What follows belongs to an exercise in optimizing a design on an open flow for small area, a short achievable clock period and few clock cycles per item; a production flow would make more cautious choices. The RTL was checked by simulation tests, not by an equivalence proof against the original design.

[design/flow/design.v]
module PE (
    input  logic [8:0]  one,
    input  logic [7:0]  two,
    input  logic [7:0]  neg,
    input  logic [15:0] b,
    input  logic        first_s,    
    input  logic        first_c,    
    input  logic [31:0] s_q,
    input  logic [31:0] c_q,
    output logic [31:0] s_out,
    output logic [31:0] c_out
);
    localparam logic [31:0] START = 32'h00020000;
    logic [31:0] s_in, c_in;
    assign s_in = first_s ? START : s_q;
    assign c_in = first_c ? 32'd0 : c_q;
    logic y1, y2, y3, y4, y5, y6, y7, y8, y9, y10, y11, y12, y13, y14, y15, y16, y17, nn18, y19, y20, y21, y22, y23, y24, y25, y26, y27, y28, y29, y30, y31, y32, y33, y34, y35, nn36, y37, y38, y39, y40, y41, y42, y43, y44, y45, y46, y47, y48, y49, y50, y51, y52, y53, nn54, y55, y56, y57, y58, y59, y60, y61, y62, y63, y64, y65, y66, y67, y68, y69, y70, y71, nn72, y73, y74, y75, y76, y77, y78, y79, y80, y81, y82, y83, y84, y85, y86, y87, y88, y89, nn90, y91, y92, y93, y94, y95, y96, y97, y98, y99, y100, y101, y102, y103, y104, y105, y106, y107, nn108, y109, y110, y111, y112, y113, y114, y115, y116, y117, y118, y119, y120, y121, y122, y123, y124, y125, nn126, y127, y128, y129, y130, y131, y132, y133, y134, y135, y136, y137, y138, y139, y140, y141, y142, y143, nn144, y145, y146, y147, y148, y149, y150, y151, y152, y153, y154, y155, y156, y157, y158, y159, y160, hs161, hc162, hs163, hc164, fs165, fc166, hs167, hc168, fs169, fc170, hs171, hc172, fs173, fc174, fs175, fc176, fs177, fc178, fs179, fc180, fs181, fc182, hs183, hc184, fs185, fc186, hs187, hc188, fs189, fc190, hs191, hc192, hs193, hc194, hs195, hc196, fs197, fc198, hs199, hc200, fs201, fc202, hs203, hc204, fs205, fc206, fs207, fc208, hs209, hc210, fs211, fc212, fs213, fc214, hs215, hc216, fs217, fc218, fs219, fc220, fs221, fc222, fs223, fc224, fs225, fc226, fs227, fc228, fs229, fc230, fs231, fc232, fs233, fc234, fs235, fc236, fs237, fc238, fs239, fc240, fs241, fc242, fs243, fc244, fs245, fc246, fs247, fc248, fs249, fc250, fs251, fc252, fs253, fc254, fs255, fc256, fs257, fc258, fs259, fc260, fs261, fc262, fs263, fc264, fs265, fc266, fs267, fc268, fs269, fc270, fs271, fc272, fs273, fc274, fs275, fc276, fs277, fc278, fs279, fc280, fs281, fc282, fs283, fc284, fs285, fc286, hs287, hc288, fs289, fc290, fs291, fc292, fs293, fc294, hs295, hc296, fs297, fc298, hs299, hc300, hs301, hc302, hs303, hc304, fs305, fc306, hs307, hc308, fs309, fc310, hs311, hc312, fs313, fc314, fs315, fc316, fs317, fc318, fs319, fc320, fs321, fc322, fs323, fc324, fs325, fc326, fs327, fc328, fs329, fc330, fs331, fc332, fs333, fc334, fs335, fc336, fs337, fc338, fs339, fc340, fs341, fc342, fs343, fc344, fs345, fc346, fs347, fc348, fs349, fc350, fs351, fc352, fs353, fc354, fs355, fc356, fs357, fc358, fs359, fc360, fs361, fc362, fs363, fc364, fs365, fc366, fs367, fc368, fs369, fc370, fs371, fc372, fs373, fc374, fs375, fc376, fs377, fc378, fs379, fc380, fs381, fc382, fs383, fc384, fs385, fc386, fs387, fc388, fs389, fc390, fs391, fc392, fs393, fc394, fs395, fc396, fs397, fc398, fs399, fc400, fs401, fc402, fs403, fc404, fs405, fc406, hs407, hc408, fs409, fc410, hs411, hc412, hs413, hc414, hs415, hc416, fs417, fc418, fx419, fs420, fc421, fx422, fs423, fc424, fx425, fs426, fc427, fx428, fs429, fc430, fx431, fs432, fc433, fx434, fs435, fc436, fx437, fs438, fc439, fx440, fs441, fc442, fx443, fs444, fc445, fx446, fs447, fc448, fx449, fs450, fc451, fx452, fs453, fc454, fx455, fs456, fc457, fx458, fs459, fc460, fx461, fs462, fc463, fx464, fs465, fc466, fx467, fs468, fc469, fx470, fs471, fc472, fx473, fs474, fc475, fx476, fs477, fc478, fx479, fs480, fc481, fx482, fs483, fc484, fx485, fs486, fc487, fx488, fs489, fc490, fx491, fs492, fc493, fx494, fs495, fc496, fx497, fs498, fc499, fx500, fs501, fc502, fx503, fs504, fc505, fx506, hs507, hc508, fs509, fc510, fx511, fs512, fc513, fx514, fs515, fc516, fx517, fs518, fc519, fx520, fs521, fc522, fx523, fs524, fc525, fx526, fs527, fc528, fx529, fs530, fc531, fx532, fs533, fc534, fx535, fs536, fc537, fx538, fs539, fc540, fx541, fs542, fc543, fx544, fs545, fc546, fx547, fs548, fc549, fx550, fs551, fc552, fx553, fs554, fc555, fx556, fs557, fc558, fx559, fs560, fc561, fx562, fs563, fc564, fx565, fs566, fc567, fx568, fs569, fc570, fx571, fs572, fc573, fx574, fs575, fc576, fx577, fs578, fc579, fx580, fs581, fc582, fx583, fs584, fc585, fx586, fs587, fc588, fx589, fs590, fc591, fx592, fs593, fc594, fx595, fs596, fc597, fx598, fs599, fc600, fx601;
    assign y1 = (one[0] & b[0]) ^ neg[0];
    assign y2 = ((one[0] & b[1]) | (two[0] & b[0])) ^ neg[0];
    assign y3 = ((one[0] & b[2]) | (two[0] & b[1])) ^ neg[0];
    assign y4 = ((one[0] & b[3]) | (two[0] & b[2])) ^ neg[0];
    assign y5 = ((one[0] & b[4]) | (two[0] & b[3])) ^ neg[0];
    assign y6 = ((one[0] & b[5]) | (two[0] & b[4])) ^ neg[0];
    assign y7 = ((one[0] & b[6]) | (two[0] & b[5])) ^ neg[0];
    assign y8 = ((one[0] & b[7]) | (two[0] & b[6])) ^ neg[0];
    assign y9 = ((one[0] & b[8]) | (two[0] & b[7])) ^ neg[0];
    assign y10 = ((one[0] & b[9]) | (two[0] & b[8])) ^ neg[0];
    assign y11 = ((one[0] & b[10]) | (two[0] & b[9])) ^ neg[0];
    assign y12 = ((one[0] & b[11]) | (two[0] & b[10])) ^ neg[0];
    assign y13 = ((one[0] & b[12]) | (two[0] & b[11])) ^ neg[0];
    assign y14 = ((one[0] & b[13]) | (two[0] & b[12])) ^ neg[0];
    assign y15 = ((one[0] & b[14]) | (two[0] & b[13])) ^ neg[0];
    assign y16 = ((one[0] & b[15]) | (two[0] & b[14])) ^ neg[0];
    assign y17 = (two[0] & b[15]) ^ neg[0];
    assign nn18 = ~neg[0];
    assign y19 = (one[1] & b[0]) ^ neg[1];
    assign y20 = ((one[1] & b[1]) | (two[1] & b[0])) ^ neg[1];
    assign y21 = ((one[1] & b[2]) | (two[1] & b[1])) ^ neg[1];
    assign y22 = ((one[1] & b[3]) | (two[1] & b[2])) ^ neg[1];
    assign y23 = ((one[1] & b[4]) | (two[1] & b[3])) ^ neg[1];
    assign y24 = ((one[1] & b[5]) | (two[1] & b[4])) ^ neg[1];
    assign y25 = ((one[1] & b[6]) | (two[1] & b[5])) ^ neg[1];
    assign y26 = ((one[1] & b[7]) | (two[1] & b[6])) ^ neg[1];
    assign y27 = ((one[1] & b[8]) | (two[1] & b[7])) ^ neg[1];
    assign y28 = ((one[1] & b[9]) | (two[1] & b[8])) ^ neg[1];
    assign y29 = ((one[1] & b[10]) | (two[1] & b[9])) ^ neg[1];
    assign y30 = ((one[1] & b[11]) | (two[1] & b[10])) ^ neg[1];
    assign y31 = ((one[1] & b[12]) | (two[1] & b[11])) ^ neg[1];
    assign y32 = ((one[1] & b[13]) | (two[1] & b[12])) ^ neg[1];
    assign y33 = ((one[1] & b[14]) | (two[1] & b[13])) ^ neg[1];
    assign y34 = ((one[1] & b[15]) | (two[1] & b[14])) ^ neg[1];
    assign y35 = (two[1] & b[15]) ^ neg[1];
    assign nn36 = ~neg[1];
    assign y37 = (one[2] & b[0]) ^ neg[2];
    assign y38 = ((one[2] & b[1]) | (two[2] & b[0])) ^ neg[2];
    assign y39 = ((one[2] & b[2]) | (two[2] & b[1])) ^ neg[2];
    assign y40 = ((one[2] & b[3]) | (two[2] & b[2])) ^ neg[2];
    assign y41 = ((one[2] & b[4]) | (two[2] & b[3])) ^ neg[2];
    assign y42 = ((one[2] & b[5]) | (two[2] & b[4])) ^ neg[2];
    assign y43 = ((one[2] & b[6]) | (two[2] & b[5])) ^ neg[2];
    assign y44 = ((one[2] & b[7]) | (two[2] & b[6])) ^ neg[2];
    assign y45 = ((one[2] & b[8]) | (two[2] & b[7])) ^ neg[2];
    assign y46 = ((one[2] & b[9]) | (two[2] & b[8])) ^ neg[2];
    assign y47 = ((one[2] & b[10]) | (two[2] & b[9])) ^ neg[2];
    assign y48 = ((one[2] & b[11]) | (two[2] & b[10])) ^ neg[2];
    assign y49 = ((one[2] & b[12]) | (two[2] & b[11])) ^ neg[2];
    assign y50 = ((one[2] & b[13]) | (two[2] & b[12])) ^ neg[2];
    assign y51 = ((one[2] & b[14]) | (two[2] & b[13])) ^ neg[2];
    assign y52 = ((one[2] & b[15]) | (two[2] & b[14])) ^ neg[2];
    assign y53 = (two[2] & b[15]) ^ neg[2];
    assign nn54 = ~neg[2];
    assign y55 = (one[3] & b[0]) ^ neg[3];
    assign y56 = ((one[3] & b[1]) | (two[3] & b[0])) ^ neg[3];
    assign y57 = ((one[3] & b[2]) | (two[3] & b[1])) ^ neg[3];
    assign y58 = ((one[3] & b[3]) | (two[3] & b[2])) ^ neg[3];
    assign y59 = ((one[3] & b[4]) | (two[3] & b[3])) ^ neg[3];
    assign y60 = ((one[3] & b[5]) | (two[3] & b[4])) ^ neg[3];
    assign y61 = ((one[3] & b[6]) | (two[3] & b[5])) ^ neg[3];
    assign y62 = ((one[3] & b[7]) | (two[3] & b[6])) ^ neg[3];
    assign y63 = ((one[3] & b[8]) | (two[3] & b[7])) ^ neg[3];
    assign y64 = ((one[3] & b[9]) | (two[3] & b[8])) ^ neg[3];
    assign y65 = ((one[3] & b[10]) | (two[3] & b[9])) ^ neg[3];
    assign y66 = ((one[3] & b[11]) | (two[3] & b[10])) ^ neg[3];
    assign y67 = ((one[3] & b[12]) | (two[3] & b[11])) ^ neg[3];
    assign y68 = ((one[3] & b[13]) | (two[3] & b[12])) ^ neg[3];
    assign y69 = ((one[3] & b[14]) | (two[3] & b[13])) ^ neg[3];
    assign y70 = ((one[3] & b[15]) | (two[3] & b[14])) ^ neg[3];
    assign y71 = (two[3] & b[15]) ^ neg[3];
    assign nn72 = ~neg[3];
    assign y73 = (one[4] & b[0]) ^ neg[4];
    assign y74 = ((one[4] & b[1]) | (two[4] & b[0])) ^ neg[4];
    assign y75 = ((one[4] & b[2]) | (two[4] & b[1])) ^ neg[4];
    assign y76 = ((one[4] & b[3]) | (two[4] & b[2])) ^ neg[4];
    assign y77 = ((one[4] & b[4]) | (two[4] & b[3])) ^ neg[4];
    assign y78 = ((one[4] & b[5]) | (two[4] & b[4])) ^ neg[4];
    assign y79 = ((one[4] & b[6]) | (two[4] & b[5])) ^ neg[4];
    assign y80 = ((one[4] & b[7]) | (two[4] & b[6])) ^ neg[4];
    assign y81 = ((one[4] & b[8]) | (two[4] & b[7])) ^ neg[4];
    assign y82 = ((one[4] & b[9]) | (two[4] & b[8])) ^ neg[4];
    assign y83 = ((one[4] & b[10]) | (two[4] & b[9])) ^ neg[4];
    assign y84 = ((one[4] & b[11]) | (two[4] & b[10])) ^ neg[4];
    assign y85 = ((one[4] & b[12]) | (two[4] & b[11])) ^ neg[4];
    assign y86 = ((one[4] & b[13]) | (two[4] & b[12])) ^ neg[4];
    assign y87 = ((one[4] & b[14]) | (two[4] & b[13])) ^ neg[4];
    assign y88 = ((one[4] & b[15]) | (two[4] & b[14])) ^ neg[4];
    assign y89 = (two[4] & b[15]) ^ neg[4];
    assign nn90 = ~neg[4];
    assign y91 = (one[5] & b[0]) ^ neg[5];
    assign y92 = ((one[5] & b[1]) | (two[5] & b[0])) ^ neg[5];
    assign y93 = ((one[5] & b[2]) | (two[5] & b[1])) ^ neg[5];
    assign y94 = ((one[5] & b[3]) | (two[5] & b[2])) ^ neg[5];
    assign y95 = ((one[5] & b[4]) | (two[5] & b[3])) ^ neg[5];
    assign y96 = ((one[5] & b[5]) | (two[5] & b[4])) ^ neg[5];
    assign y97 = ((one[5] & b[6]) | (two[5] & b[5])) ^ neg[5];
    assign y98 = ((one[5] & b[7]) | (two[5] & b[6])) ^ neg[5];
    assign y99 = ((one[5] & b[8]) | (two[5] & b[7])) ^ neg[5];
    assign y100 = ((one[5] & b[9]) | (two[5] & b[8])) ^ neg[5];
    assign y101 = ((one[5] & b[10]) | (two[5] & b[9])) ^ neg[5];
    assign y102 = ((one[5] & b[11]) | (two[5] & b[10])) ^ neg[5];
    assign y103 = ((one[5] & b[12]) | (two[5] & b[11])) ^ neg[5];
    assign y104 = ((one[5] & b[13]) | (two[5] & b[12])) ^ neg[5];
    assign y105 = ((one[5] & b[14]) | (two[5] & b[13])) ^ neg[5];
    assign y106 = ((one[5] & b[15]) | (two[5] & b[14])) ^ neg[5];
    assign y107 = (two[5] & b[15]) ^ neg[5];
    assign nn108 = ~neg[5];
    assign y109 = (one[6] & b[0]) ^ neg[6];
    assign y110 = ((one[6] & b[1]) | (two[6] & b[0])) ^ neg[6];
    assign y111 = ((one[6] & b[2]) | (two[6] & b[1])) ^ neg[6];
    assign y112 = ((one[6] & b[3]) | (two[6] & b[2])) ^ neg[6];
    assign y113 = ((one[6] & b[4]) | (two[6] & b[3])) ^ neg[6];
    assign y114 = ((one[6] & b[5]) | (two[6] & b[4])) ^ neg[6];
    assign y115 = ((one[6] & b[6]) | (two[6] & b[5])) ^ neg[6];
    assign y116 = ((one[6] & b[7]) | (two[6] & b[6])) ^ neg[6];
    assign y117 = ((one[6] & b[8]) | (two[6] & b[7])) ^ neg[6];
    assign y118 = ((one[6] & b[9]) | (two[6] & b[8])) ^ neg[6];
    assign y119 = ((one[6] & b[10]) | (two[6] & b[9])) ^ neg[6];
    assign y120 = ((one[6] & b[11]) | (two[6] & b[10])) ^ neg[6];
    assign y121 = ((one[6] & b[12]) | (two[6] & b[11])) ^ neg[6];
    assign y122 = ((one[6] & b[13]) | (two[6] & b[12])) ^ neg[6];
    assign y123 = ((one[6] & b[14]) | (two[6] & b[13])) ^ neg[6];
    assign y124 = ((one[6] & b[15]) | (two[6] & b[14])) ^ neg[6];
    assign y125 = (two[6] & b[15]) ^ neg[6];
    assign nn126 = ~neg[6];
    assign y127 = (one[7] & b[0]) ^ neg[7];
    assign y128 = ((one[7] & b[1]) | (two[7] & b[0])) ^ neg[7];
    assign y129 = ((one[7] & b[2]) | (two[7] & b[1])) ^ neg[7];
    assign y130 = ((one[7] & b[3]) | (two[7] & b[2])) ^ neg[7];
    assign y131 = ((one[7] & b[4]) | (two[7] & b[3])) ^ neg[7];
    assign y132 = ((one[7] & b[5]) | (two[7] & b[4])) ^ neg[7];
    assign y133 = ((one[7] & b[6]) | (two[7] & b[5])) ^ neg[7];
    assign y134 = ((one[7] & b[7]) | (two[7] & b[6])) ^ neg[7];
    assign y135 = ((one[7] & b[8]) | (two[7] & b[7])) ^ neg[7];
    assign y136 = ((one[7] & b[9]) | (two[7] & b[8])) ^ neg[7];
    assign y137 = ((one[7] & b[10]) | (two[7] & b[9])) ^ neg[7];
    assign y138 = ((one[7] & b[11]) | (two[7] & b[10])) ^ neg[7];
    assign y139 = ((one[7] & b[12]) | (two[7] & b[11])) ^ neg[7];
    assign y140 = ((one[7] & b[13]) | (two[7] & b[12])) ^ neg[7];
    assign y141 = ((one[7] & b[14]) | (two[7] & b[13])) ^ neg[7];
    assign y142 = ((one[7] & b[15]) | (two[7] & b[14])) ^ neg[7];
    assign y143 = (two[7] & b[15]) ^ neg[7];
    assign nn144 = ~neg[7];
    assign y145 = one[8] & b[0];
    assign y146 = one[8] & b[1];
    assign y147 = one[8] & b[2];
    assign y148 = one[8] & b[3];
    assign y149 = one[8] & b[4];
    assign y150 = one[8] & b[5];
    assign y151 = one[8] & b[6];
    assign y152 = one[8] & b[7];
    assign y153 = one[8] & b[8];
    assign y154 = one[8] & b[9];
    assign y155 = one[8] & b[10];
    assign y156 = one[8] & b[11];
    assign y157 = one[8] & b[12];
    assign y158 = one[8] & b[13];
    assign y159 = one[8] & b[14];
    assign y160 = one[8] & b[15];
    assign hs161 = neg[6] ^ y13;
    assign hc162 = neg[6] & y13;
    assign hs163 = y14 ^ y30;
    assign hc164 = y14 & y30;
    assign fs165 = neg[7] ^ y15 ^ y31;
    assign fc166 = (neg[7] & y15) | (neg[7] & y31) | (y15 & y31);
    assign hs167 = y47 ^ y63;
    assign hc168 = y47 & y63;
    assign fs169 = y16 ^ y32 ^ y48;
    assign fc170 = (y16 & y32) | (y16 & y48) | (y32 & y48);
    assign hs171 = y64 ^ y80;
    assign hc172 = y64 & y80;
    assign fs173 = y17 ^ y33 ^ y49;
    assign fc174 = (y17 & y33) | (y17 & y49) | (y33 & y49);
    assign fs175 = y65 ^ y81 ^ y97;
    assign fc176 = (y65 & y81) | (y65 & y97) | (y81 & y97);
    assign fs177 = nn18 ^ y34 ^ y50;
    assign fc178 = (nn18 & y34) | (nn18 & y50) | (y34 & y50);
    assign fs179 = y66 ^ y82 ^ y98;
    assign fc180 = (y66 & y82) | (y66 & y98) | (y82 & y98);
    assign fs181 = y35 ^ y51 ^ y67;
    assign fc182 = (y35 & y51) | (y35 & y67) | (y51 & y67);
    assign hs183 = y83 ^ y99;
    assign hc184 = y83 & y99;
    assign fs185 = nn36 ^ y52 ^ y68;
    assign fc186 = (nn36 & y52) | (nn36 & y68) | (y52 & y68);
    assign hs187 = y84 ^ y100;
    assign hc188 = y84 & y100;
    assign fs189 = y53 ^ y69 ^ y85;
    assign fc190 = (y53 & y69) | (y53 & y85) | (y69 & y85);
    assign hs191 = nn54 ^ y70;
    assign hc192 = nn54 & y70;
    assign hs193 = neg[3] ^ y7;
    assign hc194 = neg[3] & y7;
    assign hs195 = y8 ^ y24;
    assign hc196 = y8 & y24;
    assign fs197 = neg[4] ^ y9 ^ y25;
    assign fc198 = (neg[4] & y9) | (neg[4] & y25) | (y9 & y25);
    assign hs199 = y41 ^ y57;
    assign hc200 = y41 & y57;
    assign fs201 = y10 ^ y26 ^ y42;
    assign fc202 = (y10 & y26) | (y10 & y42) | (y26 & y42);
    assign hs203 = y58 ^ y74;
    assign hc204 = y58 & y74;
    assign fs205 = neg[5] ^ y11 ^ y27;
    assign fc206 = (neg[5] & y11) | (neg[5] & y27) | (y11 & y27);
    assign fs207 = y43 ^ y59 ^ y75;
    assign fc208 = (y43 & y59) | (y43 & y75) | (y59 & y75);
    assign hs209 = y91 ^ s_in[10];
    assign hc210 = y91 & s_in[10];
    assign fs211 = y12 ^ y28 ^ y44;
    assign fc212 = (y12 & y28) | (y12 & y44) | (y28 & y44);
    assign fs213 = y60 ^ y76 ^ y92;
    assign fc214 = (y60 & y76) | (y60 & y92) | (y76 & y92);
    assign hs215 = s_in[11] ^ c_in[11];
    assign hc216 = s_in[11] & c_in[11];
    assign fs217 = y29 ^ y45 ^ y61;
    assign fc218 = (y29 & y45) | (y29 & y61) | (y45 & y61);
    assign fs219 = y77 ^ y93 ^ y109;
    assign fc220 = (y77 & y93) | (y77 & y109) | (y93 & y109);
    assign fs221 = hs161 ^ s_in[12] ^ c_in[12];
    assign fc222 = (hs161 & s_in[12]) | (hs161 & c_in[12]) | (s_in[12] & c_in[12]);
    assign fs223 = y46 ^ y62 ^ y78;
    assign fc224 = (y46 & y62) | (y46 & y78) | (y62 & y78);
    assign fs225 = y94 ^ y110 ^ hc162;
    assign fc226 = (y94 & y110) | (y94 & hc162) | (y110 & hc162);
    assign fs227 = hs163 ^ s_in[13] ^ c_in[13];
    assign fc228 = (hs163 & s_in[13]) | (hs163 & c_in[13]) | (s_in[13] & c_in[13]);
    assign fs229 = y79 ^ y95 ^ y111;
    assign fc230 = (y79 & y95) | (y79 & y111) | (y95 & y111);
    assign fs231 = y127 ^ hc164 ^ hs167;
    assign fc232 = (y127 & hc164) | (y127 & hs167) | (hc164 & hs167);
    assign fs233 = fs165 ^ s_in[14] ^ c_in[14];
    assign fc234 = (fs165 & s_in[14]) | (fs165 & c_in[14]) | (s_in[14] & c_in[14]);
    assign fs235 = y96 ^ y112 ^ y128;
    assign fc236 = (y96 & y112) | (y96 & y128) | (y112 & y128);
    assign fs237 = hc168 ^ hs171 ^ fc166;
    assign fc238 = (hc168 & hs171) | (hc168 & fc166) | (hs171 & fc166);
    assign fs239 = fs169 ^ s_in[15] ^ c_in[15];
    assign fc240 = (fs169 & s_in[15]) | (fs169 & c_in[15]) | (s_in[15] & c_in[15]);
    assign fs241 = y113 ^ y129 ^ y145;
    assign fc242 = (y113 & y129) | (y113 & y145) | (y129 & y145);
    assign fs243 = hc172 ^ fc170 ^ fs173;
    assign fc244 = (hc172 & fc170) | (hc172 & fs173) | (fc170 & fs173);
    assign fs245 = fs175 ^ s_in[16] ^ c_in[16];
    assign fc246 = (fs175 & s_in[16]) | (fs175 & c_in[16]) | (s_in[16] & c_in[16]);
    assign fs247 = y114 ^ y130 ^ y146;
    assign fc248 = (y114 & y130) | (y114 & y146) | (y130 & y146);
    assign fs249 = fc174 ^ fc176 ^ fs177;
    assign fc250 = (fc174 & fc176) | (fc174 & fs177) | (fc176 & fs177);
    assign fs251 = fs179 ^ s_in[17] ^ c_in[17];
    assign fc252 = (fs179 & s_in[17]) | (fs179 & c_in[17]) | (s_in[17] & c_in[17]);
    assign fs253 = y115 ^ y131 ^ y147;
    assign fc254 = (y115 & y131) | (y115 & y147) | (y131 & y147);
    assign fs255 = hs183 ^ fc178 ^ fc180;
    assign fc256 = (hs183 & fc178) | (hs183 & fc180) | (fc178 & fc180);
    assign fs257 = fs181 ^ s_in[18] ^ c_in[18];
    assign fc258 = (fs181 & s_in[18]) | (fs181 & c_in[18]) | (s_in[18] & c_in[18]);
    assign fs259 = y116 ^ y132 ^ y148;
    assign fc260 = (y116 & y132) | (y116 & y148) | (y132 & y148);
    assign fs261 = hc184 ^ hs187 ^ fc182;
    assign fc262 = (hc184 & hs187) | (hc184 & fc182) | (hs187 & fc182);
    assign fs263 = fs185 ^ s_in[19] ^ c_in[19];
    assign fc264 = (fs185 & s_in[19]) | (fs185 & c_in[19]) | (s_in[19] & c_in[19]);
    assign fs265 = y101 ^ y117 ^ y133;
    assign fc266 = (y101 & y117) | (y101 & y133) | (y117 & y133);
    assign fs267 = y149 ^ hc188 ^ fc186;
    assign fc268 = (y149 & hc188) | (y149 & fc186) | (hc188 & fc186);
    assign fs269 = fs189 ^ s_in[20] ^ c_in[20];
    assign fc270 = (fs189 & s_in[20]) | (fs189 & c_in[20]) | (s_in[20] & c_in[20]);
    assign fs271 = y86 ^ y102 ^ y118;
    assign fc272 = (y86 & y102) | (y86 & y118) | (y102 & y118);
    assign fs273 = y134 ^ y150 ^ hs191;
    assign fc274 = (y134 & y150) | (y134 & hs191) | (y150 & hs191);
    assign fs275 = fc190 ^ s_in[21] ^ c_in[21];
    assign fc276 = (fc190 & s_in[21]) | (fc190 & c_in[21]) | (s_in[21] & c_in[21]);
    assign fs277 = y71 ^ y87 ^ y103;
    assign fc278 = (y71 & y87) | (y71 & y103) | (y87 & y103);
    assign fs279 = y119 ^ y135 ^ y151;
    assign fc280 = (y119 & y135) | (y119 & y151) | (y135 & y151);
    assign fs281 = hc192 ^ s_in[22] ^ c_in[22];
    assign fc282 = (hc192 & s_in[22]) | (hc192 & c_in[22]) | (s_in[22] & c_in[22]);
    assign fs283 = nn72 ^ y88 ^ y104;
    assign fc284 = (nn72 & y88) | (nn72 & y104) | (y88 & y104);
    assign fs285 = y120 ^ y136 ^ y152;
    assign fc286 = (y120 & y136) | (y120 & y152) | (y136 & y152);
    assign hs287 = s_in[23] ^ c_in[23];
    assign hc288 = s_in[23] & c_in[23];
    assign fs289 = y89 ^ y105 ^ y121;
    assign fc290 = (y89 & y105) | (y89 & y121) | (y105 & y121);
    assign fs291 = y137 ^ y153 ^ s_in[24];
    assign fc292 = (y137 & y153) | (y137 & s_in[24]) | (y153 & s_in[24]);
    assign fs293 = nn90 ^ y106 ^ y122;
    assign fc294 = (nn90 & y106) | (nn90 & y122) | (y106 & y122);
    assign hs295 = y138 ^ y154;
    assign hc296 = y138 & y154;
    assign fs297 = y107 ^ y123 ^ y139;
    assign fc298 = (y107 & y123) | (y107 & y139) | (y123 & y139);
    assign hs299 = nn108 ^ y124;
    assign hc300 = nn108 & y124;
    assign hs301 = neg[1] ^ y3;
    assign hc302 = neg[1] & y3;
    assign hs303 = y4 ^ y20;
    assign hc304 = y4 & y20;
    assign fs305 = neg[2] ^ y5 ^ y21;
    assign fc306 = (neg[2] & y5) | (neg[2] & y21) | (y5 & y21);
    assign hs307 = y37 ^ s_in[4];
    assign hc308 = y37 & s_in[4];
    assign fs309 = y6 ^ y22 ^ y38;
    assign fc310 = (y6 & y22) | (y6 & y38) | (y22 & y38);
    assign hs311 = s_in[5] ^ c_in[5];
    assign hc312 = s_in[5] & c_in[5];
    assign fs313 = y23 ^ y39 ^ y55;
    assign fc314 = (y23 & y39) | (y23 & y55) | (y39 & y55);
    assign fs315 = hs193 ^ s_in[6] ^ c_in[6];
    assign fc316 = (hs193 & s_in[6]) | (hs193 & c_in[6]) | (s_in[6] & c_in[6]);
    assign fs317 = y40 ^ y56 ^ hc194;
    assign fc318 = (y40 & y56) | (y40 & hc194) | (y56 & hc194);
    assign fs319 = hs195 ^ s_in[7] ^ c_in[7];
    assign fc320 = (hs195 & s_in[7]) | (hs195 & c_in[7]) | (s_in[7] & c_in[7]);
    assign fs321 = y73 ^ hc196 ^ hs199;
    assign fc322 = (y73 & hc196) | (y73 & hs199) | (hc196 & hs199);
    assign fs323 = fs197 ^ s_in[8] ^ c_in[8];
    assign fc324 = (fs197 & s_in[8]) | (fs197 & c_in[8]) | (s_in[8] & c_in[8]);
    assign fs325 = hc200 ^ hs203 ^ fc198;
    assign fc326 = (hc200 & hs203) | (hc200 & fc198) | (hs203 & fc198);
    assign fs327 = fs201 ^ s_in[9] ^ c_in[9];
    assign fc328 = (fs201 & s_in[9]) | (fs201 & c_in[9]) | (s_in[9] & c_in[9]);
    assign fs329 = hc204 ^ fc202 ^ fs205;
    assign fc330 = (hc204 & fc202) | (hc204 & fs205) | (fc202 & fs205);
    assign fs331 = fs207 ^ c_in[10] ^ hs209;
    assign fc332 = (fs207 & c_in[10]) | (fs207 & hs209) | (c_in[10] & hs209);
    assign fs333 = fc206 ^ fc208 ^ fs211;
    assign fc334 = (fc206 & fc208) | (fc206 & fs211) | (fc208 & fs211);
    assign fs335 = fs213 ^ hc210 ^ hs215;
    assign fc336 = (fs213 & hc210) | (fs213 & hs215) | (hc210 & hs215);
    assign fs337 = fc212 ^ fc214 ^ fs217;
    assign fc338 = (fc212 & fc214) | (fc212 & fs217) | (fc214 & fs217);
    assign fs339 = fs219 ^ hc216 ^ fs221;
    assign fc340 = (fs219 & hc216) | (fs219 & fs221) | (hc216 & fs221);
    assign fs341 = fc218 ^ fc220 ^ fs223;
    assign fc342 = (fc218 & fc220) | (fc218 & fs223) | (fc220 & fs223);
    assign fs343 = fs225 ^ fc222 ^ fs227;
    assign fc344 = (fs225 & fc222) | (fs225 & fs227) | (fc222 & fs227);
    assign fs345 = fc224 ^ fs229 ^ fc226;
    assign fc346 = (fc224 & fs229) | (fc224 & fc226) | (fs229 & fc226);
    assign fs347 = fs231 ^ fc228 ^ fs233;
    assign fc348 = (fs231 & fc228) | (fs231 & fs233) | (fc228 & fs233);
    assign fs349 = fc230 ^ fs235 ^ fc232;
    assign fc350 = (fc230 & fs235) | (fc230 & fc232) | (fs235 & fc232);
    assign fs351 = fs237 ^ fc234 ^ fs239;
    assign fc352 = (fs237 & fc234) | (fs237 & fs239) | (fc234 & fs239);
    assign fs353 = fc236 ^ fs241 ^ fc238;
    assign fc354 = (fc236 & fs241) | (fc236 & fc238) | (fs241 & fc238);
    assign fs355 = fs243 ^ fc240 ^ fs245;
    assign fc356 = (fs243 & fc240) | (fs243 & fs245) | (fc240 & fs245);
    assign fs357 = fc242 ^ fs247 ^ fc244;
    assign fc358 = (fc242 & fs247) | (fc242 & fc244) | (fs247 & fc244);
    assign fs359 = fs249 ^ fc246 ^ fs251;
    assign fc360 = (fs249 & fc246) | (fs249 & fs251) | (fc246 & fs251);
    assign fs361 = fc248 ^ fs253 ^ fs255;
    assign fc362 = (fc248 & fs253) | (fc248 & fs255) | (fs253 & fs255);
    assign fs363 = fc250 ^ fc252 ^ fs257;
    assign fc364 = (fc250 & fc252) | (fc250 & fs257) | (fc252 & fs257);
    assign fs365 = fc254 ^ fs259 ^ fc256;
    assign fc366 = (fc254 & fs259) | (fc254 & fc256) | (fs259 & fc256);
    assign fs367 = fs261 ^ fc258 ^ fs263;
    assign fc368 = (fs261 & fc258) | (fs261 & fs263) | (fc258 & fs263);
    assign fs369 = fc260 ^ fs265 ^ fc262;
    assign fc370 = (fc260 & fs265) | (fc260 & fc262) | (fs265 & fc262);
    assign fs371 = fs267 ^ fc264 ^ fs269;
    assign fc372 = (fs267 & fc264) | (fs267 & fs269) | (fc264 & fs269);
    assign fs373 = fc266 ^ fs271 ^ fs273;
    assign fc374 = (fc266 & fs271) | (fc266 & fs273) | (fs271 & fs273);
    assign fs375 = fc268 ^ fc270 ^ fs275;
    assign fc376 = (fc268 & fc270) | (fc268 & fs275) | (fc270 & fs275);
    assign fs377 = fc272 ^ fs277 ^ fs279;
    assign fc378 = (fc272 & fs277) | (fc272 & fs279) | (fs277 & fs279);
    assign fs379 = fc274 ^ fc276 ^ fs281;
    assign fc380 = (fc274 & fc276) | (fc274 & fs281) | (fc276 & fs281);
    assign fs381 = fc278 ^ fc280 ^ fs283;
    assign fc382 = (fc278 & fc280) | (fc278 & fs283) | (fc280 & fs283);
    assign fs383 = fs285 ^ hs287 ^ fc282;
    assign fc384 = (fs285 & hs287) | (fs285 & fc282) | (hs287 & fc282);
    assign fs385 = fc284 ^ fc286 ^ fs289;
    assign fc386 = (fc284 & fc286) | (fc284 & fs289) | (fc286 & fs289);
    assign fs387 = c_in[24] ^ hc288 ^ fs291;
    assign fc388 = (c_in[24] & hc288) | (c_in[24] & fs291) | (hc288 & fs291);
    assign fs389 = hs295 ^ fc290 ^ fs293;
    assign fc390 = (hs295 & fc290) | (hs295 & fs293) | (fc290 & fs293);
    assign fs391 = s_in[25] ^ c_in[25] ^ fc292;
    assign fc392 = (s_in[25] & c_in[25]) | (s_in[25] & fc292) | (c_in[25] & fc292);
    assign fs393 = y155 ^ hc296 ^ fc294;
    assign fc394 = (y155 & hc296) | (y155 & fc294) | (hc296 & fc294);
    assign fs395 = fs297 ^ s_in[26] ^ c_in[26];
    assign fc396 = (fs297 & s_in[26]) | (fs297 & c_in[26]) | (s_in[26] & c_in[26]);
    assign fs397 = y140 ^ y156 ^ hs299;
    assign fc398 = (y140 & y156) | (y140 & hs299) | (y156 & hs299);
    assign fs399 = fc298 ^ s_in[27] ^ c_in[27];
    assign fc400 = (fc298 & s_in[27]) | (fc298 & c_in[27]) | (s_in[27] & c_in[27]);
    assign fs401 = y125 ^ y141 ^ y157;
    assign fc402 = (y125 & y141) | (y125 & y157) | (y141 & y157);
    assign fs403 = hc300 ^ s_in[28] ^ c_in[28];
    assign fc404 = (hc300 & s_in[28]) | (hc300 & c_in[28]) | (s_in[28] & c_in[28]);
    assign fs405 = nn126 ^ y142 ^ y158;
    assign fc406 = (nn126 & y142) | (nn126 & y158) | (y142 & y158);
    assign hs407 = s_in[29] ^ c_in[29];
    assign hc408 = s_in[29] & c_in[29];
    assign fs409 = y143 ^ y159 ^ s_in[30];
    assign fc410 = (y143 & y159) | (y143 & s_in[30]) | (y159 & s_in[30]);
    assign hs411 = nn144 ^ y160;
    assign hc412 = nn144 & y160;
    assign hs413 = neg[0] ^ y1;
    assign hc414 = neg[0] & y1;
    assign hs415 = y2 ^ s_in[1];
    assign hc416 = y2 & s_in[1];
    assign fx419 = y19 ^ hs301;
    assign fs417 = fx419 ^ s_in[2];
    assign fc418 = fx419 ? s_in[2] : y19;
    assign fx422 = hc302 ^ hs303;
    assign fs420 = fx422 ^ s_in[3];
    assign fc421 = fx422 ? s_in[3] : hc302;
    assign fx425 = hc304 ^ fs305;
    assign fs423 = fx425 ^ c_in[4];
    assign fc424 = fx425 ? c_in[4] : hc304;
    assign fx428 = fc306 ^ fs309;
    assign fs426 = fx428 ^ hc308;
    assign fc427 = fx428 ? hc308 : fc306;
    assign fx431 = fc310 ^ fs313;
    assign fs429 = fx431 ^ hc312;
    assign fc430 = fx431 ? hc312 : fc310;
    assign fx434 = fc314 ^ fs317;
    assign fs432 = fx434 ^ fc316;
    assign fc433 = fx434 ? fc316 : fc314;
    assign fx437 = fc318 ^ fs321;
    assign fs435 = fx437 ^ fc320;
    assign fc436 = fx437 ? fc320 : fc318;
    assign fx440 = fc322 ^ fs325;
    assign fs438 = fx440 ^ fc324;
    assign fc439 = fx440 ? fc324 : fc322;
    assign fx443 = fc326 ^ fs329;
    assign fs441 = fx443 ^ fc328;
    assign fc442 = fx443 ? fc328 : fc326;
    assign fx446 = fc330 ^ fs333;
    assign fs444 = fx446 ^ fc332;
    assign fc445 = fx446 ? fc332 : fc330;
    assign fx449 = fc334 ^ fs337;
    assign fs447 = fx449 ^ fc336;
    assign fc448 = fx449 ? fc336 : fc334;
    assign fx452 = fc338 ^ fs341;
    assign fs450 = fx452 ^ fc340;
    assign fc451 = fx452 ? fc340 : fc338;
    assign fx455 = fc342 ^ fs345;
    assign fs453 = fx455 ^ fc344;
    assign fc454 = fx455 ? fc344 : fc342;
    assign fx458 = fc346 ^ fs349;
    assign fs456 = fx458 ^ fc348;
    assign fc457 = fx458 ? fc348 : fc346;
    assign fx461 = fc350 ^ fs353;
    assign fs459 = fx461 ^ fc352;
    assign fc460 = fx461 ? fc352 : fc350;
    assign fx464 = fc354 ^ fs357;
    assign fs462 = fx464 ^ fc356;
    assign fc463 = fx464 ? fc356 : fc354;
    assign fx467 = fc358 ^ fs361;
    assign fs465 = fx467 ^ fc360;
    assign fc466 = fx467 ? fc360 : fc358;
    assign fx470 = fs365 ^ fc362;
    assign fs468 = fx470 ^ fc364;
    assign fc469 = fx470 ? fc364 : fs365;
    assign fx473 = fc366 ^ fs369;
    assign fs471 = fx473 ^ fc368;
    assign fc472 = fx473 ? fc368 : fc366;
    assign fx476 = fc370 ^ fs373;
    assign fs474 = fx476 ^ fc372;
    assign fc475 = fx476 ? fc372 : fc370;
    assign fx479 = fs377 ^ fc374;
    assign fs477 = fx479 ^ fc376;
    assign fc478 = fx479 ? fc376 : fs377;
    assign fx482 = fc378 ^ fs381;
    assign fs480 = fx482 ^ fs383;
    assign fc481 = fx482 ? fs383 : fc378;
    assign fx485 = fc382 ^ fs385;
    assign fs483 = fx485 ^ fc384;
    assign fc484 = fx485 ? fc384 : fc382;
    assign fx488 = fc386 ^ fs389;
    assign fs486 = fx488 ^ fs391;
    assign fc487 = fx488 ? fs391 : fc386;
    assign fx491 = fs393 ^ fc390;
    assign fs489 = fx491 ^ fs395;
    assign fc490 = fx491 ? fs395 : fs393;
    assign fx494 = fs397 ^ fc394;
    assign fs492 = fx494 ^ fc396;
    assign fc493 = fx494 ? fc396 : fs397;
    assign fx497 = fs401 ^ fc398;
    assign fs495 = fx497 ^ fc400;
    assign fc496 = fx497 ? fc400 : fs401;
    assign fx500 = fc402 ^ fs405;
    assign fs498 = fx500 ^ hs407;
    assign fc499 = fx500 ? hs407 : fc402;
    assign fx503 = fc406 ^ c_in[30];
    assign fs501 = fx503 ^ hc408;
    assign fc502 = fx503 ? hc408 : fc406;
    assign fx506 = hs411 ^ s_in[31];
    assign fs504 = fx506 ^ c_in[31];
    assign fc505 = fx506 ? c_in[31] : hs411;
    assign hs507 = hs413 ^ s_in[0];
    assign hc508 = hs413 & s_in[0];
    assign fx511 = hc414 ^ c_in[1];
    assign fs509 = fx511 ^ hs415;
    assign fc510 = fx511 ? hs415 : hc414;
    assign fx514 = c_in[2] ^ hc416;
    assign fs512 = fx514 ^ fs417;
    assign fc513 = fx514 ? fs417 : c_in[2];
    assign fx517 = c_in[3] ^ fc418;
    assign fs515 = fx517 ^ fs420;
    assign fc516 = fx517 ? fs420 : c_in[3];
    assign fx520 = hs307 ^ fc421;
    assign fs518 = fx520 ^ fs423;
    assign fc519 = fx520 ? fs423 : hs307;
    assign fx523 = hs311 ^ fc424;
    assign fs521 = fx523 ^ fs426;
    assign fc522 = fx523 ? fs426 : hs311;
    assign fx526 = fs315 ^ fc427;
    assign fs524 = fx526 ^ fs429;
    assign fc525 = fx526 ? fs429 : fs315;
    assign fx529 = fs319 ^ fc430;
    assign fs527 = fx529 ^ fs432;
    assign fc528 = fx529 ? fs432 : fs319;
    assign fx532 = fs323 ^ fc433;
    assign fs530 = fx532 ^ fs435;
    assign fc531 = fx532 ? fs435 : fs323;
    assign fx535 = fs327 ^ fc436;
    assign fs533 = fx535 ^ fs438;
    assign fc534 = fx535 ? fs438 : fs327;
    assign fx538 = fs331 ^ fc439;
    assign fs536 = fx538 ^ fs441;
    assign fc537 = fx538 ? fs441 : fs331;
    assign fx541 = fs335 ^ fc442;
    assign fs539 = fx541 ^ fs444;
    assign fc540 = fx541 ? fs444 : fs335;
    assign fx544 = fs339 ^ fc445;
    assign fs542 = fx544 ^ fs447;
    assign fc543 = fx544 ? fs447 : fs339;
    assign fx547 = fs343 ^ fc448;
    assign fs545 = fx547 ^ fs450;
    assign fc546 = fx547 ? fs450 : fs343;
    assign fx550 = fs347 ^ fc451;
    assign fs548 = fx550 ^ fs453;
    assign fc549 = fx550 ? fs453 : fs347;
    assign fx553 = fs351 ^ fc454;
    assign fs551 = fx553 ^ fs456;
    assign fc552 = fx553 ? fs456 : fs351;
    assign fx556 = fs355 ^ fc457;
    assign fs554 = fx556 ^ fs459;
    assign fc555 = fx556 ? fs459 : fs355;
    assign fx559 = fs359 ^ fc460;
    assign fs557 = fx559 ^ fs462;
    assign fc558 = fx559 ? fs462 : fs359;
    assign fx562 = fs363 ^ fc463;
    assign fs560 = fx562 ^ fs465;
    assign fc561 = fx562 ? fs465 : fs363;
    assign fx565 = fs367 ^ fc466;
    assign fs563 = fx565 ^ fs468;
    assign fc564 = fx565 ? fs468 : fs367;
    assign fx568 = fs371 ^ fc469;
    assign fs566 = fx568 ^ fs471;
    assign fc567 = fx568 ? fs471 : fs371;
    assign fx571 = fs375 ^ fc472;
    assign fs569 = fx571 ^ fs474;
    assign fc570 = fx571 ? fs474 : fs375;
    assign fx574 = fs379 ^ fc475;
    assign fs572 = fx574 ^ fs477;
    assign fc573 = fx574 ? fs477 : fs379;
    assign fx577 = fc380 ^ fc478;
    assign fs575 = fx577 ^ fs480;
    assign fc576 = fx577 ? fs480 : fc380;
    assign fx580 = fs387 ^ fs483;
    assign fs578 = fx580 ^ fc481;
    assign fc579 = fx580 ? fc481 : fs387;
    assign fx583 = fc388 ^ fc484;
    assign fs581 = fx583 ^ fs486;
    assign fc582 = fx583 ? fs486 : fc388;
    assign fx586 = fc392 ^ fs489;
    assign fs584 = fx586 ^ fc487;
    assign fc585 = fx586 ? fc487 : fc392;
    assign fx589 = fs399 ^ fs492;
    assign fs587 = fx589 ^ fc490;
    assign fc588 = fx589 ? fc490 : fs399;
    assign fx592 = fs403 ^ fc493;
    assign fs590 = fx592 ^ fs495;
    assign fc591 = fx592 ? fs495 : fs403;
    assign fx595 = fc404 ^ fs498;
    assign fs593 = fx595 ^ fc496;
    assign fc594 = fx595 ? fc496 : fc404;
    assign fx598 = fs409 ^ fs501;
    assign fs596 = fx598 ^ fc499;
    assign fc597 = fx598 ? fc499 : fs409;
    assign fx601 = fc410 ^ fs504;
    assign fs599 = fx601 ^ fc502;
    assign fc600 = fx601 ? fc502 : fc410;
    assign s_out = {fs599, fs596, fs593, fs590, fs587, fs584, fs581, fs578, fs575, fs572, fs569, fs566, fs563, fs560, fs557, fs554, fs551, fs548, fs545, fs542, fs539, fs536, fs533, fs530, fs527, fs524, fs521, fs518, fs515, fs512, fs509, hs507};
    assign c_out = {fc597, fc594, fc591, fc588, fc585, fc582, fc579, fc576, fc573, fc570, fc567, fc564, fc561, fc558, fc555, fc552, fc549, fc546, fc543, fc540, fc537, fc534, fc531, fc528, fc525, fc522, fc519, fc516, fc513, fc510, hc508, c_in[0]};
endmodule
module systolic_array (
    input  logic        clk,
    input  logic [1:0]  first,     
    input  logic [8:0]  one,
    input  logic [7:0]  two,
    input  logic [7:0]  neg,
    input  logic [47:0] b,
    output logic [95:0] sum
);
    logic [2:0][31:0] s_q, c_q, s_d, c_d;
    PE pe0 (
        .one(one), .two(two), .neg(neg), .b(b[15:0]),
        .first_s(first[0]), .first_c(first[0]),
        .s_q(s_q[0]), .c_q(c_q[0]), .s_out(s_d[0]), .c_out(c_d[0])
    );
    PE pe1 (
        .one(one), .two(two), .neg(neg), .b(b[31:16]),
        .first_s(first[1]), .first_c(first[1]),
        .s_q(s_q[1]), .c_q(c_q[1]), .s_out(s_d[1]), .c_out(c_d[1])
    );
    PE pe2 (
        .one(one), .two(two), .neg(neg), .b(b[47:32]),
        .first_s(first[0]), .first_c(first[1]),
        .s_q(s_q[2]), .c_q(c_q[2]), .s_out(s_d[2]), .c_out(c_d[2])
    );
    always_ff @(posedge clk) begin
        s_q <= s_d;
        c_q <= c_d;
        for (int j = 0; j < 3; j++) sum[32*j +: 32] <= s_q[j] + c_q[j];
    end
endmodule
module systolic_array_top #(
    parameter DATAWIDTH = 16,
    parameter N_SIZE = 3
) (
    input  logic clk,
    input  logic rst_n,
    input  logic valid_in,
    input  logic [N_SIZE*DATAWIDTH-1:0] matrix_a_in,    
    input  logic [N_SIZE*DATAWIDTH-1:0] matrix_b_in,    
    output logic valid_out,
    output logic [N_SIZE*DATAWIDTH*2-1:0] matrix_c_out
);
    logic [3:0] cnt;
    logic       first_c, first_k;
    logic [2:0] k;
    always_ff @(posedge clk) begin
        first_c <= (cnt == 4'd0 && valid_in) || cnt == 4'd3 || cnt == 4'd6;
        k       <= cnt == 4'd0 ? 3'b001 : {k[1:0], k[2]};
    end
    assign first_k = k[0];
    always_ff @(posedge clk, negedge rst_n) begin
        if (!rst_n) begin
            cnt       <= 4'd0;
            valid_out <= 1'b0;
        end else begin
            if (cnt == 4'd0) begin
                if (valid_in) cnt <= 4'd1;
            end else if (cnt != 4'd11) begin
                cnt <= cnt + 4'd1;
            end
            valid_out <= cnt == 4'd4 || cnt == 4'd7 || cnt == 4'd10;
        end
    end
    logic [15:0]      a_next;
    logic [16:0]      a_pad;
    logic [2:0][15:0] a1, a2;
    logic [2:0][47:0] b;
    logic [8:0]       one;
    logic [7:0]       two, neg;
    assign a_next = valid_in ? matrix_a_in[15:0] : a1[2];
    assign a_pad  = {a_next, 1'b0};
    always_ff @(posedge clk) begin
        for (int i = 0; i < 8; i++) begin
            one[i] <= a_pad[2*i+1] ^ a_pad[2*i];
            two[i] <= (a_pad[2*i+2] & ~a_pad[2*i+1] & ~a_pad[2*i])
                    | (~a_pad[2*i+2] & a_pad[2*i+1] & a_pad[2*i]);
            neg[i] <= a_pad[2*i+2];
        end
        one[8] <= a_next[15];
        a1[0] <= valid_in ? matrix_a_in[31:16] : a2[2];
        a1[1] <= a1[0];
        a1[2] <= a1[1];
        a2[0] <= matrix_a_in[47:32];
        a2[1] <= a2[0];
        a2[2] <= a2[1];
        b[0]  <= valid_in ? matrix_b_in : b[2];
        b[1]  <= b[0];
        b[2]  <= b[1];
    end
    systolic_array u_array (
        .clk  (clk),
        .first({first_k, first_c}),
        .one  (one),
        .two  (two),
        .neg  (neg),
        .b    (b[0]),
        .sum  (matrix_c_out)
    );
endmodule
[design/flow/flow/run.sh]
#!/bin/bash
# The standard layout, with timing repair aiming at a 3.5 ns period (setup
# margin 6.5 ns on the 10 ns clock) instead of the 10 ns period itself.
set -euo pipefail
bash standard.sh finish SETUP_SLACK_MARGIN=6.5 > flow.log 2>&1
[design/flow/standard.sh]
#!/bin/bash
# synth_recipe.tcl (not shown) runs the flow's synth.tcl, then flattens the netlist and writes it again
# the make line also repeats each setting of config.mk as NAME=value (left out here)
make -C /OpenROAD-flow-scripts/flow DESIGN_CONFIG=/design/flow/config.mk WORK_HOME=/design/flow/orfs CLKGATE_MAP_FILE= SYNTH_SCRIPT=/design/flow/synth_recipe.tcl "${@:-finish}"
[design/flow/config.mk]
export PLATFORM = sky130hd
export DESIGN_NAME = systolic_array_top
export DESIGN_NICKNAME = systolic_array_top
export VERILOG_FILES = /design/flow/design.v
export SDC_FILE = /design/flow/constraint.sdc
export NUM_CORES = 4
export LEC_CHECK = 0
export CAP_MARGIN = 20
export CORE_MARGIN = 2
export CORE_UTILIZATION = 40
export SLEW_MARGIN = 20
[design/flow/constraint.sdc]
create_clock -name core_clock -period 10.0 [get_ports {clk}]
set_input_delay 2.0000 -clock core_clock [delete_from_list [all_inputs] [get_ports {clk}]]
set_output_delay 2.0000 -clock core_clock [all_outputs]
set_load 0.01 [all_outputs]
==> impl_metrics.ini <==
[run_status]
status = complete, no violations

[routing]
vias = 27641
ant_nets = 0
firstDrtPassIters = 8
drt_iter0_drc = 1879
via_per_inst = 5.19
wirelength_um = 104000
drc = 0
routedWlPerCell_um = 19.5

[timing]
period_share_pct = 34.7
rsz0062_at_grt = true
skew_ns = 0.0686
setup_tns_ns = 0
relSlewSlack_pct = 30.1
slew_viol_final = 0
tightest_slew_ns = 1.05
fmax_mhz = 289
min_period_ns = 3.47
final-setup-viol-count = 0
hold_viol_final = 0
setup_ws_ns = 6.53

[synth]
ys_types = 74
yosysWarningCount = 2
syn_inst = 3920
synth_edf_count = 0
synth.area.top_cells = dfxtp_1, fa_1, xnor2_1
synthFlopType = dfxtp_1
synth_top_area_share_pct = 28.4
synth_seq_area_share_pct = 28.7
synth_area_per_cell_um2 = 9.95
ys_async_sr_fraction_pct = 0.896
yosysTopAreaCell = dfxtp_1
syn_nets = 4498
ys_ff_latch = 558
synth_area_um2 = 39000

[grt]
grt_overflow = 0
grt_pass1_vias = 28652
grt_use_total_pct = 20.9
grt_max_degree = 67
grt_pass1_wl_um = 164000
antenna_found_initial = 4

[place]
io_buffers = 195
place_ws_ns = 5.50
dp_cells = 5169
gp_congestion = 0.811
dpl.hpwl_um = 69400

[cells_and_area]
mostFrequentLayoutCell = xnor2_1
final_cell_mix = xnor2_1, dfxtp_1, a22oi_1, fa_1, inv_1
stdcell_count = 5323
fin_nets = 4571
drive_gt1_share_pct = 7.86
area.growth.synth_to_final_pct = 15.4

[clock_tree]
clk_pin_slew_ns = 0.07
cts_htree_levels = 3
insertion_delay_ns = 0.68
clock_path_buffers = 3
cts_buffers = 66
postCtsHoldBufs = 0
clock_sinks = 558
cts-root-buf = clkbuf_16
cts_tree = done

[floorplan]
die_h_um = 316
fp-row-count = 114
initial_utilization_pct = 40.3
die_w_um = 316
die-area_um2 = 100000
io_pins = 196
core_area_um2 = 96700

[worst_setup_path]
cp_max_fo = 30
cp_common_cell = fa_1
cp-end-kind = flip-flop
crit_type = flip-flop to flip-flop
r2r_start = neg[5]$_DFF_P_
critPathBufInv = 3
timing.rr.end = u_array.c_q[84]$_DFF_P_
crit_path_start = neg[5]$_DFF_P_
cp_data_required_time_ns = 10.59
reg2reg_depth = 9
r2r_slack_ns = 6.53
cp_cell_sequence = clkbuf_8 -> xnor2_1 -> fa_1 -> inv_1 -> fa_1 -> fa_1 -> maj3_1 -> maj3_1 -> inv_1
arrival_ns = 4.06
cp_slowest_stage_delay_ns = 0.51
crit_cells = 9
cpMaxStageDelayCell = fa_1
start_kind = flip-flop
endpoint = u_array.c_q[84]$_DFF_P_
crit_family = adder cells

[hold_path]
min_path_type = flip-flop to flip-flop

[run]
maxCapViolations = 0
==> synthesized netlist by cell type, types with 11 or more instances <==
| master | n |
|---|---|
| a211oi_1 | 11 |
| a21o_1 | 47 |
| a21oi_1 | 99 |
| a22oi_1 | 361 |
| and2_1 | 22 |
| buf_1 | 43 |
| clkbuf_1 | 228 |
| dfxtp_1 | 553 |
| fa_1 | 315 |
| ha_1 | 164 |
| inv_1 | 253 |
| maj3_1 | 112 |
| mux2_2 | 67 |
| mux2i_1 | 15 |
| nand2_1 | 184 |
| nand2b_1 | 98 |
| nand3_1 | 23 |
| nand4_1 | 13 |
| nor2_1 | 100 |
| nor2b_1 | 103 |
| o21a_1 | 19 |
| o21ai_0 | 103 |
| o21bai_1 | 11 |
| xnor2_1 | 675 |
| xor2_1 | 181 |
==> area by class of cell <==
type,instances,area [um2]
sequential,558,11300
inverter,256,978
antenna,2,5.00
clock inverter,29,468
multi-input combinational,2832,25800
fill,9078,51700
clock buffer,91,1860
timing repair buffer,279,3000
tap,1276,1600
==> worst min path at each step <==
stage	startpoint	to	slack [ns]	cells past startpoint
after detailed placement	a1[8]$_DFF_P_	a1[24]$_DFF_P_	0.31	0
after CTS	b[73]$_DFF_P_	b[121]$_DFF_P_	0.32	0
final	b[73]$_DFF_P_	b[121]$_DFF_P_	0.31	0
after global routing	b[73]$_DFF_P_	b[121]$_DFF_P_	0.32	0
after global placement	b[73]$_DFF_P_	b[121]$_DFF_P_	0.31	0
after floorplan	a1[0]$_DFF_P_	a1[16]$_DFF_P_	0.31	0
==> per-stage QoR <==
step           utilization [%]  hold WS, ns  instance area (um2)
6_report                  46.5        0.314                45000
3_5_place_dp              43.4        0.312                41900
2_1_floorplan                -        0.310                39000
3_3_place_gp              43.4        0.310                41900
5_1_grt                   46.5        0.320                45000
4_1_cts                   46.2        0.316                44700
==> kinds of logic after synthesis <==
group | synth area share [%]
AOI/OAI and AO/OA | 12.9
adders and majority gates | 24.3
muxes | 2.32
DFF | 28.7
and+or+nand+nor | 7.44
buffers and inverters | 5.11
xor gates and xnor gates | 19.2
==> flip-flops by register name, summed over array words and instances, names as in the netlist <==
signal       flops
a1              48
a2              48
b              144
cnt              4
first_c          1
k                3
neg              7
one              9
two              8
u_array.c_q     93
u_array.s_q     96
u_array.sum     96
valid_out        1
==> layer usage <==
layer | track usage [%] | routed length, um | vias to the layer above
met1 | 26.6 | 44400 | 13403
met5 | 0 | 0 | -
li1 | - | - | 13147
met4 | 8.16 | 3400 | 0
met3 | 3.26 | 6450 | 207
met2 | 35.5 | 49700 | 884
==> worst register-to-register path: cells and delay by family (launching register included) <==
family                     cells  cell delay (ns)
xor gates and xnor gates       1             0.19
adders and majority gates      5             2.20
buffers and inverters          3             0.59
DFF                            1             0.41
==> what timing repair did <==
action / in CTS / in global routing
endpoints found under the setup margin: 198 / 63
pin swaps: 0 / 1
buffers inserted: 12 / 11
resized for setup: 166 / 41
cloned: 4 / 5
Testbench counts, summed over its fixed seeds: cycles 3,840, items 320.

-- what the ideal ports hide --
The flow's constraints put no driver on any port. The routed layout listed below was extracted and timed again, unchanged, in two steps.
Step 1 sets driving cells, clkbuf_16 on the clock port and buf_2 on the other inputs (assumed; they add their load-dependent delay and slew).
Step 2 also shifts input and output timing later by t, the mid clock arrival at the registers, as if the neighbouring blocks saw the same clock.
a / b / c = ideal ports / drivers / drivers and shift; a / b = the first two.
t (ns): 0.716
setup slack, ns: 6.535 / 6.486 / 6.159
latest minus earliest clock arrival (ns): 0.070 / 0.070
worst register clock-pin slew, ns: 0.07 / 0.07
cell pins on the clock port's net: 1
After both steps setup and hold are still met in this run. For this run, drivers alone change the setup slack by -0.049 ns; drivers and shift together by -0.376 ns.
